This is an optimization exercise on Yosys and OpenROAD, whose aim is small area, a short achievable clock period and few clock cycles, not a production implementation. In this exercise RTL edits were held to simulation tests only and were not proved equivalent to the original. The clock port is modelled as an ideal driver; clocking choices that lean on that would not hold on a real chip. Power figures rest on the tool's default switching activity, not on a simulated workload.

## run A
==> flow/design.v (excerpt) <==
module viterbi_decoder(sys_clk,rst,en,i_data,o_data,o_done);
input sys_clk,rst,en;
input [15:0] i_data;
output [7:0] o_data;
output o_done;
reg done;
reg [5:0] q;
wire [5:0] dec;
vit_comb U0 (.i_data(i_data), .dec(dec));
always @(posedge sys_clk or negedge rst)
    if (rst == 0) done <= 1'b0;
    else if (en) done <= 1'b1;
always @(posedge sys_clk)
    if (!done) q <= dec;
assign o_done = done;
assign o_data = {q, 2'b00};
endmodule
export LEC_CHECK = 0
export CAP_MARGIN = 20
export CORE_MARGIN = 2
export CORE_UTILIZATION = 40
export SLEW_MARGIN = 20
create_clock -name core_clock -period 5.0 [get_ports {sys_clk}]
run.sh (not shown) runs the stock make flow with config.mk's settings and CLKGATE_MAP_FILE= SYNTH_SCRIPT=/design/flow/synth_recipe.tcl, a recipe that flattens the netlist after the stock synthesis.
Run A has completed all stages; timing, DRC and antenna checks passed.
Testbench counts of run A, summed over its fixed seeds: cycles 3,200.
Inputs modified between run A and run B:
--- a/flow/config.mk
+++ b/flow/config.mk
@@ -7,2 +7,3 @@
 export LEC_CHECK = 0
+export ABC_AREA = 1
 export CAP_MARGIN = 20
Notes after the runs:
Compared with run A, run B shows clock buffer and inverter area fraction after layout higher by 0.79 points.
Comparing run A and run B, the lower reported clock group power is on run B.
The higher part of the cycle the worst path needs came out of run A.
Run B ends up with a critical path depth that is 12 higher than in run A.
Going from run A to run B, post-route non-filler standard cell count has decreased; wire length has decreased.
Input-level comparison between run C and run B:
--- a/flow/config.mk
+++ b/flow/config.mk
@@ -7,3 +7,2 @@
 export LEC_CHECK = 0
-export ABC_AREA = 1
 export CAP_MARGIN = 20
@@ -11,2 +10,3 @@
 export CORE_UTILIZATION = 40
+export GPL_TIMING_DRIVEN = 0
 export SLEW_MARGIN = 20
### Flow results
Number of nets at the end of the flow, run B and run C: lower on run B. Of run B and run C, the higher share of the core filled with cells in the final layout belongs to run C. Across both runs, share of final-layout standard cells stronger than drive strength 1 was higher for run C than for run B. Met1 global-route usage, run B and run C: smaller value in run B. Clock insertion delay at the later pin of the skew report delta (run C -> run B): insignificant. [run C] post-route met1 wirelength rose 72% relative to run B. Summary — depth of the critical timing path with buffers and inverters included, run C relative to run B: lower, by 14. Sort run B and run C by quantity of gates resized following cts, descending, and run C comes first. Going from run B to run C, pin count of the biggest net entering global routing grows by 3. The lower worst setup margin of run B and run C is in run C.
diff inputs: run C => run D
--- a/flow/config.mk
+++ b/flow/config.mk
@@ -7,2 +7,3 @@
 export LEC_CHECK = 0
+export ABC_AREA = 1
 export CAP_MARGIN = 20
@@ -10,3 +11,3 @@
 export CORE_UTILIZATION = 40
-export GPL_TIMING_DRIVEN = 0
+export SETUP_SLACK_MARGIN = 1.0
 export SLEW_MARGIN = 20
==> comparison <==
- Relative to run C, the overall routed net length measured on run D has decreased by more than a quarter.
- Compared with run C, run D shows core utilization lower by 0.55 points.
- Run D against run C: number of distinct library cells after synthesis dropped about 60%, starting DRC count in detailed routing went down, internal power of the cells now sits lower.
- Launching element of the worst setup path: i_data[14] -> run C, i_data[12] -> run D

---

v6:
Another version of the RTL of viterbi_decoder (not shown whole).
For scale: about 7 flip-flops, ~28 I/O pins, about 1200 um2 of cells after synthesis.
==> flow/config.mk <==
export PLATFORM = sky130hd
export DESIGN_NAME = viterbi_decoder
export DESIGN_NICKNAME = viterbi_decoder
export VERILOG_FILES = /design/flow/design.v
export SDC_FILE = /design/flow/constraint.sdc
export NUM_CORES = 4
export LEC_CHECK = 0
export ABC_AREA = 1
export CAP_MARGIN = 20
export CORE_AREA = 2 2 68 68
export CTS_BUF_LIST = sky130_fd_sc_hd__clkbuf_2
export DIE_AREA = 0 0 70 70
export SLEW_MARGIN = 20
==> flow/constraint.sdc <==
create_clock -name core_clock -period 5.0 [get_ports {sys_clk}]
set_input_delay 1.0000 -clock core_clock [delete_from_list [all_inputs] [get_ports {sys_clk}]]
set_output_delay 1.0000 -clock core_clock [all_outputs]
set_load 0.01 [all_outputs]
standard.sh (not shown) runs the stock make flow with config.mk's settings and CLKGATE_MAP_FILE= SYNTH_SCRIPT=/design/flow/synth_recipe.tcl, a recipe that flattens the netlist after the stock synthesis.
==> flow/flow/run.sh <==
#!/bin/bash
set -euo pipefail
PB="BUFFER_PORTS_ARGS=-buffer_cell sky130_fd_sc_hd__buf_2"
bash standard.sh "$PB" cts > make_cts.log 2>&1
export ORFS_RESULTS="$PWD/orfs/results/${FLOW_PLATFORM}/viterbi_decoder/base"
openroad -no_init -exit flow/resize_step.tcl > resize.log 2>&1
bash standard.sh "$PB" finish > make_finish.log 2>&1
==> flow/flow/perturb.tcl <==
expr {srand(12345)}
proc config_get {} {
  set d [dict create]
  foreach c $::cands { set n [lindex $c 0]; dict set d $n [[[[ord::get_db_block] findInst $n] getMaster] getName] }
  return $d
}
proc config_set {d} {
  dict for {n m} $d {
    if {[[[[ord::get_db_block] findInst $n] getMaster] getName] ne $m} { replace_cell [get_cells $n] [get_lib_cells $m] }
  }
}
proc greedy {maxpass} {
  for {set pass 0} {$pass < $maxpass} {incr pass} {
    set changed 0
    foreach c $::cands {
      set iname [lindex $c 0]
      set inst [[ord::get_db_block] findInst $iname]
      set cur [[$inst getMaster] getName]
      set keep $cur
      foreach alt [lindex $c 1] {
        if {$alt eq $cur} { continue }
        replace_cell [get_cells $iname] [get_lib_cells $alt]
        set o [obj]
        if {[lindex $o 0] < [lindex $::best 0] - 1e-6 && [lindex $o 2] >= 0} { set ::best $o; set keep $alt }
        replace_cell [get_cells $iname] [get_lib_cells $keep]
      }
      if {$keep ne $cur} { incr changed }
    }
    if {$changed == 0} break
  }
}
set bestcfg [config_get]; set bestobj $best
for {set r 0} {$r < $::env(RESIZE_ROUNDS)} {incr r} {
  foreach c $cands {
    if {rand() < 0.1} {
      set alts [lindex $c 1]
      set alt [lindex $alts [expr {int(rand() * [llength $alts])}]]
      set n [lindex $c 0]
      if {[[[[ord::get_db_block] findInst $n] getMaster] getName] ne $alt} { replace_cell [get_cells $n] [get_lib_cells $alt] }
    }
  }
  set best [obj]
  greedy 3
  if {[lindex $best 0] < [lindex $bestobj 0] - 1e-6 && [lindex $best 2] >= 0} {
    set bestobj $best; set bestcfg [config_get]
    puts "resize: round $r improved obj [lindex $best 0] area [lindex $best 1] slack [lindex $best 2]"
  } else {
    config_set $bestcfg; set best $bestobj
    puts "resize: round $r no gain ([lindex $best 0])"
  }
}
config_set $bestcfg
set best [obj]
puts "resize: perturbation done obj [lindex $best 0] area [lindex $best 1] slack [lindex $best 2]"
==> flow/flow/resize.tcl <==
proc obj {} {
  estimate_parasitics -placement
  set a 0.0
  foreach inst [[ord::get_db_block] getInsts] {
    set m [$inst getMaster]
    if {[$m getType] eq "CORE"} { set a [expr {$a + [$m getWidth] * [$m getHeight]}] }
  }
  set a [expr {$a / 1e6}]
  set ws [sta::worst_slack_cmd max]
  set ws [expr {[sta::time_sta_ui $ws]}]
  return [list [expr {$a * ($::period - $ws)}] $a $ws]
}
set ::period $::env(FLOW_PERIOD_NS)
set ::dont_use {}
if {[info exists ::env(DONT_USE_CELLS)]} { set ::dont_use $::env(DONT_USE_CELLS) }
set lib_cells {}
proc family {name} {
  if {[regexp {^(sky130_fd_sc_hd__[a-z0-9]+)_([0-9]+)$} $name -> base n]} { return $base }
  return ""
}
set cands {}
set orig_master [dict create]
foreach inst [[ord::get_db_block] getInsts] {
  set m [$inst getMaster]
  set n [$m getName]
  if {[$m getType] ne "CORE"} { continue }
  if {[regexp {df|clkbuf|clkinv|conb|tap|fill|decap|dly} $n]} { continue }
  set f [family $n]
  if {$f eq ""} { continue }
  set alts {}
  foreach lc [get_lib_cells ${f}_*] {
    set ln [get_name $lc]
    if {[family $ln] ne $f || $ln eq $n} { continue }
    if {[regexp {lpflow|probe} $ln] || [lsearch $::dont_use $ln] >= 0} { continue }
    lappend alts $ln
  }
  if {[llength $alts]} { lappend cands [list [$inst getName] [concat $alts $n]]; dict set orig_master [$inst getName] $n }
}
set best [obj]
puts "resize: start obj [lindex $best 0] area [lindex $best 1] slack [lindex $best 2], [llength $cands] candidates"
for {set pass 0} {$pass < 4} {incr pass} {
  set changed 0
  foreach c $cands {
    set iname [lindex $c 0]
    set inst [[ord::get_db_block] findInst $iname]
    set cur [[$inst getMaster] getName]
    set keep $cur
    foreach alt [concat [lindex $c 1] $cur] {
      if {$alt eq $cur} { continue }
      replace_cell [get_cells $iname] [get_lib_cells $alt]
      set o [obj]
      if {[lindex $o 0] < [lindex $best 0] - 1e-6 && [lindex $o 2] >= 0} {
        set best $o; set keep $alt
      }
      replace_cell [get_cells $iname] [get_lib_cells $keep]
    }
    if {$keep ne $cur} { incr changed; set c [list $iname [lindex $c 1]] }
  }
  puts "resize: pass $pass changed $changed obj [lindex $best 0] area [lindex $best 1] slack [lindex $best 2]"
  if {$changed == 0} break
}
foreach c $cands {
  set iname [lindex $c 0]
  set now [[[[ord::get_db_block] findInst $iname] getMaster] getName]
  if {$now ne [dict get $orig_master $iname]} { puts "resize: $iname [dict get $orig_master $iname] -> $now" }
}
==> flow/flow/resize_step.tcl <==
# Runs between ORFS's cts and grt steps: reads the post-CTS database, sizes
# the logic gates with flow/resize.tcl, legalises the placement and writes the
# database back for the rest of the standard flow.
set res $::env(ORFS_RESULTS)
read_db $res/4_cts.odb
read_liberty $::env(FLOW_HOME)/platforms/sky130hd/lib/sky130_fd_sc_hd__tt_025C_1v80.lib
read_sdc $res/4_cts.sdc
source $::env(FLOW_HOME)/platforms/sky130hd/setRC.tcl
estimate_parasitics -placement
source [file join [file dirname [info script]] resize.tcl]
set ::env(RESIZE_ROUNDS) 6
source [file join [file dirname [info script]] perturb.tcl]
detailed_placement
check_placement -verbose
estimate_parasitics -placement
puts "resize: after legalisation area/slack [obj]"
# a second round on the legalised placement
source [file join [file dirname [info script]] resize.tcl]
detailed_placement
check_placement -verbose
puts "resize: after second legalisation area/slack [obj]"
write_db $res/4_cts.odb
Testbench counts of v6, summed over its fixed seeds: cycles 3,200.
What v7 does differently from v6 at the input level:
==> flow/flow/run.sh <==
#!/bin/bash
set -euo pipefail
PB="BUFFER_PORTS_ARGS=-buffer_cell sky130_fd_sc_hd__buf_2"
bash standard.sh "ADDER_MAP_FILE=" "$PB" cts > make_cts.log 2>&1
export ORFS_RESULTS="$PWD/orfs/results/${FLOW_PLATFORM}/viterbi_decoder/base"
openroad -no_init -exit flow/resize_step.tcl > resize.log 2>&1
bash standard.sh "ADDER_MAP_FILE=" "$PB" finish > make_finish.log 2>&1
--- a/flow/flow/resize.tcl
+++ b/flow/flow/resize.tcl
@@ -36,3 +36,3 @@
   }
-  if {[llength $alts]} { lappend cands [list [$inst getName] [concat $alts $n]]; dict set orig_master [$inst getName] $n }
+  if {[llength $alts]} { lappend cands [list [$inst getName] $alts]; dict set orig_master [$inst getName] $n }
 }
--- a/flow/flow/resize_step.tcl
+++ b/flow/flow/resize_step.tcl
@@ -10,4 +10,2 @@
 source [file join [file dirname [info script]] resize.tcl]
-set ::env(RESIZE_ROUNDS) 6
-source [file join [file dirname [info script]] perturb.tcl]
 detailed_placement
removed: flow/flow/perturb.tcl
--- outcome ---
Relative to v6, the met2 layer wire length in the routed design measured on v7 has decreased by a little under 10%.
Cell area, v7 vs v6: down slightly
Per the comparison of v7 with v6, share of the final layout cell area in sequential cells increased 0.31 points; combined area of the multi-input logic cells decreased 5.7%; routed wire length increased about 0.7%.
Met2 track utilization from global routing (lower): v7

-- port drivers added, routing unchanged --
Ports are ideal in the flow. The routed layouts listed here were re-timed in OpenROAD. Step 1 (the two cells are an assumption about what drives the block):
set clk [get_ports {sys_clk}]
set_driving_cell -lib_cell sky130_fd_sc_hd__clkbuf_16 $clk
set_driving_cell -lib_cell sky130_fd_sc_hd__buf_2 [delete_from_list [all_inputs] $clk]
Step 2 adds t to the input delays and takes it off the output delays; t is the mean of the earliest and latest rising clock arrival at the registers after step 1. Input paths then give back, and output paths get back, about the clock's delay inside the block. a / b / c = ideal / step 1 / step 2; a / b = the first two.
| run | t (ns) | setup slack, ns | hold slack, ns | worst slew at a driven data input, ns |
|---|---|---|---|---|
| run A | 0.246 | 0.105 / 0.092 / -0.154 | 0.504 / 0.504 / 0.504 | 0.04 |
| run B | 0.239 | 0.417 / 0.413 / 0.174 | 0.504 / 0.504 / 0.504 | 0.03 |
| run C | 0.246 | 0.107 / 0.101 / -0.146 | 0.509 / 0.509 / 0.509 | 0.06 |
| run D | 0.239 | 1.001 / 0.982 / 0.743 | 0.504 / 0.504 / 0.504 | 0.05 |
| v6 | 0.243 | 1.083 / 1.081 / 0.837 | 0.513 / 0.513 / 0.513 | 0.03 |
| v7 | 0.233 | 1.096 / 1.094 / 0.860 | 0.499 / 0.499 / 0.499 | 0.03 |
With both steps, setup timing fails in run A and run C, where it was met with ideal ports. For run A, which loses most, drivers alone change the setup slack by -0.013 ns; drivers and shift together by -0.259 ns.
